This is an optimization exercise on Yosys and OpenROAD, whose aim is small area, not a production implementation.
The RTL was checked by simulation tests, not by an equivalence proof against the original design.
Power figures rest on the tool's default switching activity, not on a simulated workload.

$ cat design/flow/design.v
module spi_physical(
    input  logic        clk,
    input  logic        nrst,
    input  logic        ena,
    input  logic        msb_first,       
    input  logic        delay_byte,      
    input  logic [7:0]  n_delay_byte,    
    input  logic        cpol,            
    input  logic        cpha,            
    input  logic [23:0] clk_div,         
    output logic        new_byte,        
    output logic        system_idle,     
    input  logic [7:0]  data_in,         
    output logic [7:0]  data_out,        
    output logic        spi_clk,
    output logic        spi_mosi,
    input  logic        spi_miso,
    output logic        spi_cs_n
);
    logic [23:0] clk_div_cnt;
    logic [7:0]  data_in_ff;
    logic [7:0]  bits_send_cnt;
    logic read_miso;
    logic set_mosi;
    logic end_clk_cnt;
    logic rst_cnts;
    logic end_operating;
    typedef enum logic [1:0] { IDLE, OPERATING, WAITING, LOAD_BYTE } state_spi_t;
    state_spi_t state_spi;
    always_ff @(posedge clk or negedge nrst) begin
        if (!nrst) begin
            state_spi <= IDLE;
            data_in_ff <= 0;
            rst_cnts <= 0;
            data_out <= 0;
        end else begin
            case (state_spi)
                IDLE: begin
                    rst_cnts <= 1;
                    if (ena) begin
                        state_spi <= (delay_byte && (n_delay_byte != 0)) ? WAITING : LOAD_BYTE;
                    end
                end
                LOAD_BYTE: begin
                    rst_cnts <= 0;
                    if (ena) begin
                        state_spi <= OPERATING;
                        data_in_ff <= data_in;
                    end else begin
                        state_spi <= IDLE;
                    end
                end
                OPERATING: begin
                    if (set_mosi) data_in_ff <= msb_first ? 
                        {data_in_ff[6:0], 1'b0} : {1'b0, data_in_ff[7:1]};
                    if (read_miso) data_out <= msb_first ? 
                        {data_out[6:0], spi_miso} : {spi_miso, data_out[7:1]};
                    if (end_operating) begin
                        rst_cnts <= 1;
                        state_spi <= (delay_byte && (n_delay_byte != 0)) ? WAITING : LOAD_BYTE;
                    end
                end
                WAITING: begin
                    if (rst_cnts) begin
                        rst_cnts <= 0;
                    end else if (bits_send_cnt == n_delay_byte) begin
                        rst_cnts <= 1;
                        state_spi <= LOAD_BYTE;
                    end
                end
            endcase
        end
    end
    always_ff @(posedge clk or negedge nrst) begin
        if (!nrst) begin
            clk_div_cnt <= 0;
        end else if (rst_cnts) begin
            clk_div_cnt <= 0;
        end else begin
            if (end_clk_cnt) begin
                clk_div_cnt <= 0;
            end else begin
                clk_div_cnt <= clk_div_cnt + 1;
            end
        end
    end
    always_ff @(posedge clk or negedge nrst) begin
        if (!nrst) begin
            bits_send_cnt <= 0;
        end else if (rst_cnts) begin
            bits_send_cnt <= 0;
        end else begin
            if (end_clk_cnt) begin
                bits_send_cnt <= bits_send_cnt + 1;
            end
        end
    end
    assign read_miso = (cpha ? end_clk_cnt : clk_div_cnt == (clk_div >> 1)) 
                            && state_spi == OPERATING;
    assign set_mosi = (cpha ? clk_div_cnt == (clk_div >> 1) : clk_div_cnt == 0) 
                            && bits_send_cnt != 0 && state_spi == OPERATING;
    assign end_clk_cnt = (clk_div_cnt == clk_div);
    assign spi_clk = cpol ^ ((clk_div_cnt > (clk_div >> 1)) && (state_spi == OPERATING));
    assign end_operating = (state_spi == OPERATING) &&
                            (bits_send_cnt == 8) &&
                            (clk_div_cnt == ((clk_div >> 1) - 1));
    assign spi_mosi = (state_spi == OPERATING) ? (msb_first ? data_in_ff[7] : data_in_ff[0]) : 1'b0;
    assign spi_cs_n = (state_spi == IDLE) ? 1 : 0;
    assign system_idle = (state_spi == IDLE);
    assign new_byte = end_operating;
endmodule
module axi_s_to_fifos_spi #(
    parameter integer FIFO_DEPTH = 32,
    parameter integer C_DATA_WIDTH = 32
)(
    input  logic                     clk,
    input  logic                     nrst,
    input  logic [31:0]  awaddr,
    input  logic [3:0]               awprot,
    input  logic                     awvalid,
    output logic                     awready,
    input  logic [C_DATA_WIDTH-1:0]  wdata,
    input  logic [C_DATA_WIDTH/8-1:0] wstrb,
    input  logic                     wvalid,
    output logic                     wready,
    output logic [1:0]               bresp,
    output logic                     bvalid,
    input  logic                     bready,
    input  logic [31:0]  araddr,
    input  logic [3:0]               arprot,
    input  logic                     arvalid,
    output logic                     arready,
    output logic [C_DATA_WIDTH-1:0]  rdata,
    output logic [1:0]               rresp,
    output logic                     rvalid,
    input  logic                     rready,
    input logic [C_DATA_WIDTH-1:0]  fifo_wdata,
    output logic [C_DATA_WIDTH-1:0] fifo_rdata,
    input logic                     new_byte,
    input logic                     spi_busy,
    output logic                    spi_ena,
    output logic        msb_first,       
    output logic        delay_byte,      
    output logic [7:0]  n_delay_byte,    
    output logic        cpol,            
    output logic        cpha,            
    output logic [23:0] clk_div          
);
    localparam ADDR_STATUS      = 0;
    localparam ADDR_WRITE       = 1;
    localparam ADDR_READ        = 2;
    localparam ADDR_N_BYTE_W_R  = 3;
    localparam ADDR_DELAYS      = 4;
    localparam ADDR_CLK_DIV     = 5;
    localparam ADDR_CFG         = 6;
    localparam BYTES        = C_DATA_WIDTH/8;
    localparam ADDR_LSB     = $clog2(BYTES); 
    logic [C_DATA_WIDTH-1:0]    reg_write   [0:FIFO_DEPTH-1];
    logic [C_DATA_WIDTH-1:0]    reg_read    [0:FIFO_DEPTH-1];
    logic [31:0]                araddr_reg;
    logic [31:0]                awaddr_reg;
    logic [C_DATA_WIDTH-1:0]    wdata_reg;
    logic [15:0]     n_bytes_to_read;
    logic [15:0]     n_bytes_to_read_reg;
    logic            update_bytes;
    logic [15:0]     n_bytes_to_write;
    logic [15:0]     n_bytes_to_write_reg;
    logic full2;
    logic almost_full2;
    logic empty2;
    logic almost_empty2;
    logic full1;
    logic almost_full1;
    logic empty1;
    logic almost_empty1;
    logic wrote_axi;
    logic push_fifo1;
    logic pop_fifo1;
    logic push_fifo2;
    logic pop_fifo2;
    localparam int INDEX_W = $clog2(FIFO_DEPTH);
    logic [INDEX_W-1:0] write_index_axi, read_index_axi;
    logic [INDEX_W-1:0] write_index_fifo, read_index_fifo;
    logic [INDEX_W:0]   size_fifo1, size_fifo2;
    logic                     fifo_wena;
    logic                     fifo_rena;
    typedef enum logic {
        IDLE_READ,
        READ_DATA
    } state_read;
    state_read state_r;
    always_ff @(posedge clk or negedge nrst) begin
        if (!nrst) begin
            arready             <= 0;
            araddr_reg          <= 0;
            rdata               <= 0;
            rresp               <= 0;
            rvalid              <= 0;
            state_r             <= IDLE_READ;
            read_index_axi      <= 0;
        end else begin
            case (state_r)
                IDLE_READ: begin
                    arready     <= 1;
                    if (arvalid && arready) begin
                        araddr_reg  <= araddr;
                        state_r     <= READ_DATA;
                        arready <= 0;
                    end
                end
                READ_DATA: begin
                    rvalid  <= 1;
                    rresp   <= 0;
                    if (araddr_reg[31:ADDR_LSB] == ADDR_STATUS && !rvalid) begin
                        rdata   <= {27'b0,
                                    spi_busy, 
                                    full2,
                                    almost_full2,
                                    empty1,
                                    almost_empty1};
                    end else if (araddr_reg[31:ADDR_LSB] == ADDR_READ) begin
                        rdata   <= empty1 ? '0 : reg_read[read_index_axi];
                    end
                    if (rready && rvalid) begin
                        if (araddr_reg[31:ADDR_LSB] == ADDR_READ && !empty1) begin
                            read_index_axi <= read_index_axi + 1;
                            if (read_index_axi == FIFO_DEPTH - 1) begin
                                read_index_axi <= 0;
                            end
                        end
                        rvalid  <= 0;
                        state_r <= IDLE_READ;
                    end
                end
                default: begin
                    state_r <= IDLE_READ;
                end
            endcase
        end
    end
    always_ff @(posedge clk or negedge nrst) begin
        if (!nrst) begin
            for (int i = 0; i < FIFO_DEPTH; i++) reg_read[i] <= '0;
            write_index_fifo    <= 0;
        end else begin
            if (fifo_wena && !full1) begin
                reg_read[write_index_fifo] <= fifo_wdata;
                write_index_fifo <= write_index_fifo + 1;
                if (write_index_fifo == FIFO_DEPTH - 1) begin
                    write_index_fifo <= 0;
                end
            end
        end
    end
    always_comb begin
        push_fifo1 = (fifo_wena && !full1);
        pop_fifo1 = (araddr_reg[31:ADDR_LSB] == ADDR_READ && !empty1) && 
                (state_r == READ_DATA) && (rready && rvalid);
    end
    always_ff @(posedge clk or negedge nrst) begin
        if (!nrst) begin
            size_fifo1 <= FIFO_DEPTH;
        end else begin
            size_fifo1 <= size_fifo1 + pop_fifo1 - push_fifo1;
        end
    end
    typedef enum logic [1:0] {
        IDLE_WRITE,
        HAVE_AW,
        HAVE_W,
        RESP
    } state_write;
    state_write state_w;
    always_ff @(posedge clk or negedge nrst) begin
        if (!nrst) begin
            awready         <= 0;
            wready          <= 0;
            bvalid          <= 0;
            bresp           <= 0;
            awaddr_reg      <= 0;
            wdata_reg       <= 0;
            wrote_axi       <= 0;
            write_index_axi <= 0;
            n_bytes_to_write_reg <= 0;
            n_bytes_to_read_reg <= 0;
            update_bytes <= 0;
            delay_byte <= 0;
            n_delay_byte <= 0;
            clk_div <= 0;
            msb_first <= 0;
            cpol <= 0;
            cpha <= 0;
            state_w         <= IDLE_WRITE;
            for (int i = 0; i < FIFO_DEPTH; i++) reg_write[i] <= '0;
        end else begin
            case (state_w)
                IDLE_WRITE: begin
                    awready <= 1;
                    wready  <= 1;
                    wrote_axi   <= 0;
                    if ((wvalid && wready) && (awvalid && awready)) begin
                        wdata_reg   <= wdata;
                        awaddr_reg  <= awaddr;
                        wready      <= 0;
                        awready     <= 0;
                        state_w     <= RESP;
                    end else if (awvalid && awready) begin
                        awaddr_reg  <= awaddr;
                        awready     <= 0;
                        state_w     <= HAVE_AW;
                    end else if (wvalid && wready) begin
                        wdata_reg   <= wdata;
                        wready      <= 0;
                        state_w     <= HAVE_W;
                    end
                end
                HAVE_AW: begin
                    wready  <= 1;
                    if (wvalid && wready) begin
                        wdata_reg   <= wdata;
                        wready      <= 0;
                        state_w     <= RESP;
                    end
                end
                HAVE_W: begin
                    awready <= 1;
                    if (awvalid && awready) begin
                        awaddr_reg  <= awaddr;
                        awready     <= 0;
                        state_w     <= RESP;
                    end
                end
                RESP: begin
                    if (awaddr_reg[31:ADDR_LSB] == ADDR_WRITE && !wrote_axi && !full2) begin
                        reg_write[write_index_axi] <= wdata_reg;
                        write_index_axi <= write_index_axi + 1;
                        if (write_index_axi == FIFO_DEPTH - 1) begin
                            write_index_axi <= 0;
                        end
                        wrote_axi <= 1;
                    end else if (awaddr_reg[31:ADDR_LSB] == ADDR_N_BYTE_W_R) begin
                        n_bytes_to_read_reg <= wdata_reg[15:0];
                        n_bytes_to_write_reg <= wdata_reg[31:16];
                        update_bytes <= 1;
                    end else if (awaddr_reg[31:ADDR_LSB] == ADDR_DELAYS) begin
                        delay_byte <= wdata_reg[8];
                        n_delay_byte <= wdata_reg[7:0];
                    end else if (awaddr_reg[31:ADDR_LSB] == ADDR_CLK_DIV) begin
                        clk_div <= wdata_reg[23:0];
                    end else if (awaddr_reg[31:ADDR_LSB] == ADDR_CFG) begin
                        msb_first <= wdata_reg[0];
                        cpol <= wdata_reg[1];
                        cpha <= wdata_reg[2];
                    end
                    bvalid  <= 1;
                    bresp   <= 0;
                    if (bready && bvalid) begin
                        bvalid  <= 0;
                        update_bytes <= 0;
                        state_w <= IDLE_WRITE;
                    end
                end
                default: begin
                    state_w <= IDLE_WRITE;
                end
            endcase
        end
    end
    always_ff @(posedge clk or negedge nrst) begin
        if (!nrst) begin
            read_index_fifo <= 0;
        end else begin
            if (fifo_rena && !empty2) begin
                read_index_fifo <= read_index_fifo + 1;
                if (read_index_fifo == FIFO_DEPTH - 1) begin
                    read_index_fifo <= 0;
                end
            end
        end
    end
    always_comb begin
        pop_fifo2 = (fifo_rena && !empty2);
        push_fifo2 = (awaddr_reg[31:ADDR_LSB] == ADDR_WRITE && !wrote_axi && !full2) && (state_w == RESP);
    end
    always_ff @(posedge clk or negedge nrst) begin
        if (!nrst) begin
            size_fifo2 <= FIFO_DEPTH;
        end else begin
            size_fifo2 <= size_fifo2 + pop_fifo2 - push_fifo2;
        end
    end
    always_comb fifo_rdata = empty2 ? '0 : reg_write[read_index_fifo];
    always_comb begin
        empty2        = size_fifo2 == FIFO_DEPTH;
        almost_empty2 = size_fifo2 == (FIFO_DEPTH - 1);
        full2         = size_fifo2 == 0;
        almost_full2  = size_fifo2 == 1;
        empty1         = size_fifo1 == FIFO_DEPTH;
        almost_empty1  = size_fifo1 == (FIFO_DEPTH - 1);
        full1          = size_fifo1 == 0;
        almost_full1   = size_fifo1 == 1;
    end
    typedef enum logic [1:0] { IDLE_SPI, SENDING_SPI, RECEIVING_SPI } state_spi_t;
    state_spi_t state_spi;
    always_ff @(posedge clk or negedge nrst) begin
        if (!nrst) begin
            state_spi <= IDLE_SPI;
            spi_ena <= 0;
            n_bytes_to_read <= 0;
            n_bytes_to_write <= 0;
        end else begin
            case (state_spi)
                IDLE_SPI: begin
                    spi_ena <= 0;
                    if (update_bytes) begin
                        n_bytes_to_write <= n_bytes_to_write_reg;
                        n_bytes_to_read <= n_bytes_to_read_reg;
                    end
                    if (!spi_busy) begin
                        if (n_bytes_to_write) begin
                            spi_ena <= 1;
                            state_spi <= SENDING_SPI;
                        end else if (n_bytes_to_read) begin
                            spi_ena <= 1;
                            state_spi <= RECEIVING_SPI;
                        end
                    end
                end
                SENDING_SPI: begin
                    if (fifo_rena) begin
                        if (n_bytes_to_write) begin
                            n_bytes_to_write <= n_bytes_to_write - 1;
                        end
                    end
                    if (n_bytes_to_write == 0 || empty2) begin
                        if (n_bytes_to_read) begin
                            state_spi <= RECEIVING_SPI;
                        end else begin
                            state_spi <= IDLE_SPI;
                            spi_ena <= 0;
                        end
                    end
                end
                RECEIVING_SPI: begin
                    if (fifo_wena) begin
                        if (n_bytes_to_read) begin
                            n_bytes_to_read <= n_bytes_to_read - 1;
                        end
                    end
                    if (n_bytes_to_read == 0 || full1) begin
                        state_spi <= IDLE_SPI;
                        spi_ena <= 0;
                    end
                end
                default: begin
                    state_spi <= IDLE_SPI;
                end
            endcase
        end
    end
    assign fifo_wena = new_byte && (state_spi == RECEIVING_SPI);
    assign fifo_rena = new_byte && (state_spi == SENDING_SPI);
endmodule
module axi_spi #(
    parameter integer FIFO_DEPTH = 32
)(
    input  logic                     clk,
    input  logic                     nrst,
    input  logic [31:0]              awaddr,
    input  logic [3:0]               awprot,
    input  logic                     awvalid,
    output logic                     awready,
    input  logic [32-1:0]  wdata,
    input  logic [32/8-1:0] wstrb,
    input  logic                     wvalid,
    output logic                     wready,
    output logic [1:0]               bresp,
    output logic                     bvalid,
    input  logic                     bready,
    input  logic [31:0]  araddr,
    input  logic [3:0]               arprot,
    input  logic                     arvalid,
    output logic                     arready,
    output logic [32-1:0]  rdata,
    output logic [1:0]               rresp,
    output logic                     rvalid,
    input  logic                     rready,
    output logic        spi_clk,
    output logic        spi_mosi,
    input  logic        spi_miso,
    output logic        spi_cs_n
);
    logic [32-1:0] fifo_wdata;
    logic [32-1:0] fifo_rdata;
    logic new_byte;
    logic spi_ena;
    logic system_idle;
    logic msb_first;
    logic delay_byte;
    logic [7:0] n_delay_byte;
    logic cpol;
    logic cpha;
    logic [23:0] clk_div;
    assign fifo_wdata[31:8] = '0;
    axi_s_to_fifos_spi #(
        .FIFO_DEPTH(FIFO_DEPTH),
        .C_DATA_WIDTH(32)
    ) axi_s_to_fifos_spi_i (
        .clk(clk),
        .nrst(nrst),
        .awaddr(awaddr),
        .awprot(awprot),
        .awvalid(awvalid),
        .awready(awready),
        .wdata(wdata),
        .wstrb(wstrb),
        .wvalid(wvalid),
        .wready(wready),
        .bresp(bresp),
        .bvalid(bvalid),
        .bready(bready),
        .araddr(araddr),
        .arprot(arprot),
        .arvalid(arvalid),
        .arready(arready),
        .rdata(rdata),
        .rresp(rresp),
        .rvalid(rvalid),
        .rready(rready),
        .fifo_wdata(fifo_wdata),
        .fifo_rdata(fifo_rdata),
        .new_byte(new_byte),
        .spi_busy(!system_idle),
        .spi_ena(spi_ena),
        .msb_first(msb_first),
        .delay_byte(delay_byte),
        .n_delay_byte(n_delay_byte),
        .cpol(cpol),
        .cpha(cpha),
        .clk_div(clk_div)
    );
    spi_physical spi_physical_i(
        .clk(clk),
        .nrst(nrst),
        .ena(spi_ena),
        .msb_first(msb_first),
        .delay_byte(delay_byte),
        .n_delay_byte(n_delay_byte),
        .cpol(cpol),
        .cpha(cpha),
        .clk_div(clk_div),
        .new_byte(new_byte),
        .system_idle(system_idle),
        .data_in(fifo_rdata[7:0]),
        .data_out(fifo_wdata[7:0]),
        .spi_clk(spi_clk),
        .spi_mosi(spi_mosi),
        .spi_miso(spi_miso),
        .spi_cs_n(spi_cs_n)
    );
endmodule
$ cat design/flow/run.sh
#!/bin/bash
# synth_recipe.tcl (not shown) runs the flow's synth.tcl, then flattens the netlist and writes it again
# the make line also repeats each setting of config.mk as NAME=value (left out here)
make -C /OpenROAD-flow-scripts/flow DESIGN_CONFIG=/design/flow/config.mk WORK_HOME=/design/flow/orfs CLKGATE_MAP_FILE= SYNTH_SCRIPT=/design/flow/synth_recipe.tcl finish
$ cat design/flow/config.mk
export PLATFORM = sky130hd
export DESIGN_NAME = axi_spi
export DESIGN_NICKNAME = axi_spi
export VERILOG_FILES = /design/flow/design.v
export SDC_FILE = /design/flow/constraint.sdc
export NUM_CORES = 4
export LEC_CHECK = 0
export CAP_MARGIN = 20
export CORE_MARGIN = 2
export CORE_UTILIZATION = 40
export SLEW_MARGIN = 20
$ cat design/flow/constraint.sdc
create_clock -name core_clock -period 10.0 [get_ports {clk}]
set_input_delay 2.0000 -clock core_clock [delete_from_list [all_inputs] [get_ports {clk}]]
set_output_delay 2.0000 -clock core_clock [all_outputs]
set_load 0.01 [all_outputs]
==> impl_metrics.yaml <==
setup_path:
  required_ns: 8.00
  start_kind: "flip-flop"
  crit_slowest_cell: "clkdlybuf4s50_1"
  cp_max_fo: 9
  critical_path_class: "reg2out"
  r2r_start: "axi_s_to_fifos_spi_i.clk_div[5]"
  setup.worst_path.start: "axi_s_to_fifos_spi_i.clk_div[10]"
  worst_path_largest_cell_delay_ns: 0.58
  crit_buf_inv: 2
  cp_cell_sequence: "inv_1, ha_1, a21o_1, a21o_1, a21oi_1, nor2b_1, o211ai_1, o311ai_0, o311ai_0, xnor2_1, clkdlybuf4s50_1"
  critPathCaptureType: "output port"
  crit_family: "compound AO/OA/AOI/OAI gates"
  worstPathArrival_ns: 3.96
synth:
  synth_top_area_share: 0.508
  netlist_area_um2: 39700
  ys_warn_count: 4
  synth-edff-count: 0
  synthCells: 3300
  synth_top_cells_by_count: "dfrtp_1 (806), mux2_2 (644), clkbuf_1 (183), nand2_1 (152), nor2_1 (127)"
  synth.most_common_cell: "dfrtp_1"
  synth-seq-area-share: 0.510
  synth_area_leaders: "dfrtp_1 (51%), mux2_2 (18%), ha_1 (2.7%)"
  ys_async_sr_fraction: 1.00
  ys_seq_elements: 808
  avgSynthCellArea_um2: 12.0
  synth_largest_area_cell: "dfrtp_1"
  synth_cell_types: 85
  ys.flop_type: "dfrtp_1"
floorplan:
  chipWidth_um: 319
  fp.coreArea_um2: 98300
  start_util: 0.404
  io_pins: 160
  die_area_um2: 102000
  die_h_um: 319
  fp-row-count: 115
timing:
  max_freq_ghz: 0.168
  fin_skew_ns: 0.0277
  rsz0062_at_grt: "false"
  hold_ws_ns: 0.466
  finalSetupViolations: 0
  post-route-min-period_ns: 5.96
  setup_tns_ns: 0
  setup_slack_ns: 4.04
  worst_pin_slew_ns: 1.09
  hold_viol_final: 0
  relSlewSlack: 0.266
  slew_violations: 0
  fin_crit_sh: 0.596
route:
  drt-initial-drc-count: 2386
  antenna_left: 0
  route.vias.total: 27500
  routed_wl_um: 113000
  drt-pass1-iter-count: 6
  vias_per_cell: 5.81
  drt-wirelength-per-cell_um: 23.8
  drc: 0
layout:
  nFillCells: 8907
  fin_nets: 3575
  drive_gt1_frac: 0.282
  top_regs: "axi_s_to_fifos_spi_i.reg_read x256, axi_s_to_fifos_spi_i.reg_write x256"
  diodes: 0
  synthToLayoutAreaGrowth_pct: 14.2
place:
  dpl_worst_slack_ns: 4.58
  hpwl_um: 75300
  io_buffers: 115
  globalplace.congestion: 0.859
cts:
  postCtsSetupBuffers: 0
  cts_sinks: 808
  clkTransAtPathRegs_ns: 0.06
  clk_latency_ns: 0.67
  cts_buffer_depth: 3
  numCtsBuffers: 93
  cts_resized: 0
  cts_hold_buf: 0
  ctsHtreeMaxLevel: 3
  root_buffer: "clkbuf_16"
  cts_tree: "built"
worst_hold_path:
  min_from: "axi_s_to_fifos_spi_i.state_r"
  hold_class: "reg2reg"
global_routing:
  grt_pass1_vias: 27300
  grt_max_degree: 157
  grt_pass1_wl_um: 174000
  grt_use_total: 0.221
  antenna_found_initial: 3
  gr-total-overflow: 0
power_and_ir_drop:
  p_leak_nw: 20.9
  max-vdd-ir-drop_v: 0.000225
  p_per_area_nw_per_um2: 191
outcome:
  outcome: "timing/DRC/antenna clean"
job:
  drv_cap: 0
[path summary, 6_finish.rpt]
check / to / slack [ns] / depth (start not counted)
setup reg to reg: axi_s_to_fifos_spi_i.size_fifo2[4] / 4.46 / 16
max in group asynchronous: axi_s_to_fifos_spi_i.wdata_reg[5] / 6.49 / 3
min in group asynchronous: axi_s_to_fifos_spi_i.size_fifo1[1] / 1.30 / 1
hold reg to reg: axi_s_to_fifos_spi_i.rvalid / 0.47 / 1
setup / recovery: spi_clk / 4.04 / 11
hold / removal: axi_s_to_fifos_spi_i.rvalid / 0.47 / 1
[kinds of logic (layout without fill, tap and decap cells)]
family / count (synthesis) / after routing / share of synthesized area
mux: 703 / 703 / 0.201
simple gates: 751 / 751 / 0.111
buf+inv: 330 / 450 / 0.0352
compound gates: 525 / 525 / 0.0945
other cells: 1 / 28 / 0.0000945
fa+ha+maj: 89 / 89 / 0.0284
flops: 808 / 808 / 0.510
xor+xnor: 93 / 93 / 0.0205
[layer usage]
layer / share of wire / track usage
met1: 0.47 / 0.323
met3: 0.060 / 0.0359
met5: 0 / 0
met2: 0.44 / 0.334
met4: 0.030 / 0.0682
[metrics by stage]
step           instances  utilization  cell area (um^2)  power, W
6_report            4734        0.461             45300   0.00865
5_1_grt             4734        0.461             45300   0.00903
4_1_cts             4734        0.461             45300   0.00873
3_5_place_dp        4562        0.429             42200   0.00527
3_3_place_gp        4561        0.429             42200   0.00524
2_1_floorplan       3327            -             39800   0.00465
[power breakdown]
part           total [W]  internal, W  switching (W)  leakage [nW]
logic            0.00145     0.000534       0.000911          8.39
clock network    0.00344      0.00202        0.00142          1.55
registers        0.00376      0.00354       0.000228          11.0
[cell usage in the layout, fill, tap and decap left out, types with 46 or more instances in the layout]
cell               n
nor3_1            46
a22oi_1          108
inv_1             87
nor4_1            46
nand2_1          152
xnor2_1           51
a21oi_1           70
dfrtp_1          806
mux2_2           644
nand3_1           76
clkdlybuf4s50_1  114
buf_4             70
ha_1              87
nand4_1           73
nor2_1           124
o21ai_0           81
clkbuf_16         94
[area by class of cell]
| class | count | area [um^2] | share of cell area |
|---|---|---|---|
| clock buffers | 138 | 2790 | 0.0615 |
| repair buffers | 189 | 1760 | 0.0389 |
| flip-flops and latches | 808 | 20200 | 0.446 |
| clock inverters | 34 | 332 | 0.00732 |
| multi-input cells | 2189 | 18300 | 0.403 |
| well taps | 1287 | 1610 | 0.0355 |
| inverters | 89 | 334 | 0.00737 |

## re-timing with driven ports
How much do the figures lean on ideal ports? The routed layout below was timed once more, with nothing changed but the port constraints.
Step 1 sets driving cells, clkbuf_16 on the clock port and buf_2 on the other inputs (assumed; they add their load-dependent delay and slew).
Step 2 also shifts input and output timing later by t, the mid clock arrival at the registers, as if the neighbouring blocks saw the same clock.
Three values: ideal ports, drivers, drivers and shift; two values: the first two.
shift t [ns]: 0.725
setup slack, ns: 4.037 / 3.970 / 4.456
hold slack, ns: 0.466 / 0.466 / 0.466
worst setup path at the end: register to register
worst data-port slew with drivers (ns): 0.07
After both steps this run still meets setup and hold. For this run, drivers alone change the setup slack by -0.067 ns; drivers and shift together by +0.419 ns.
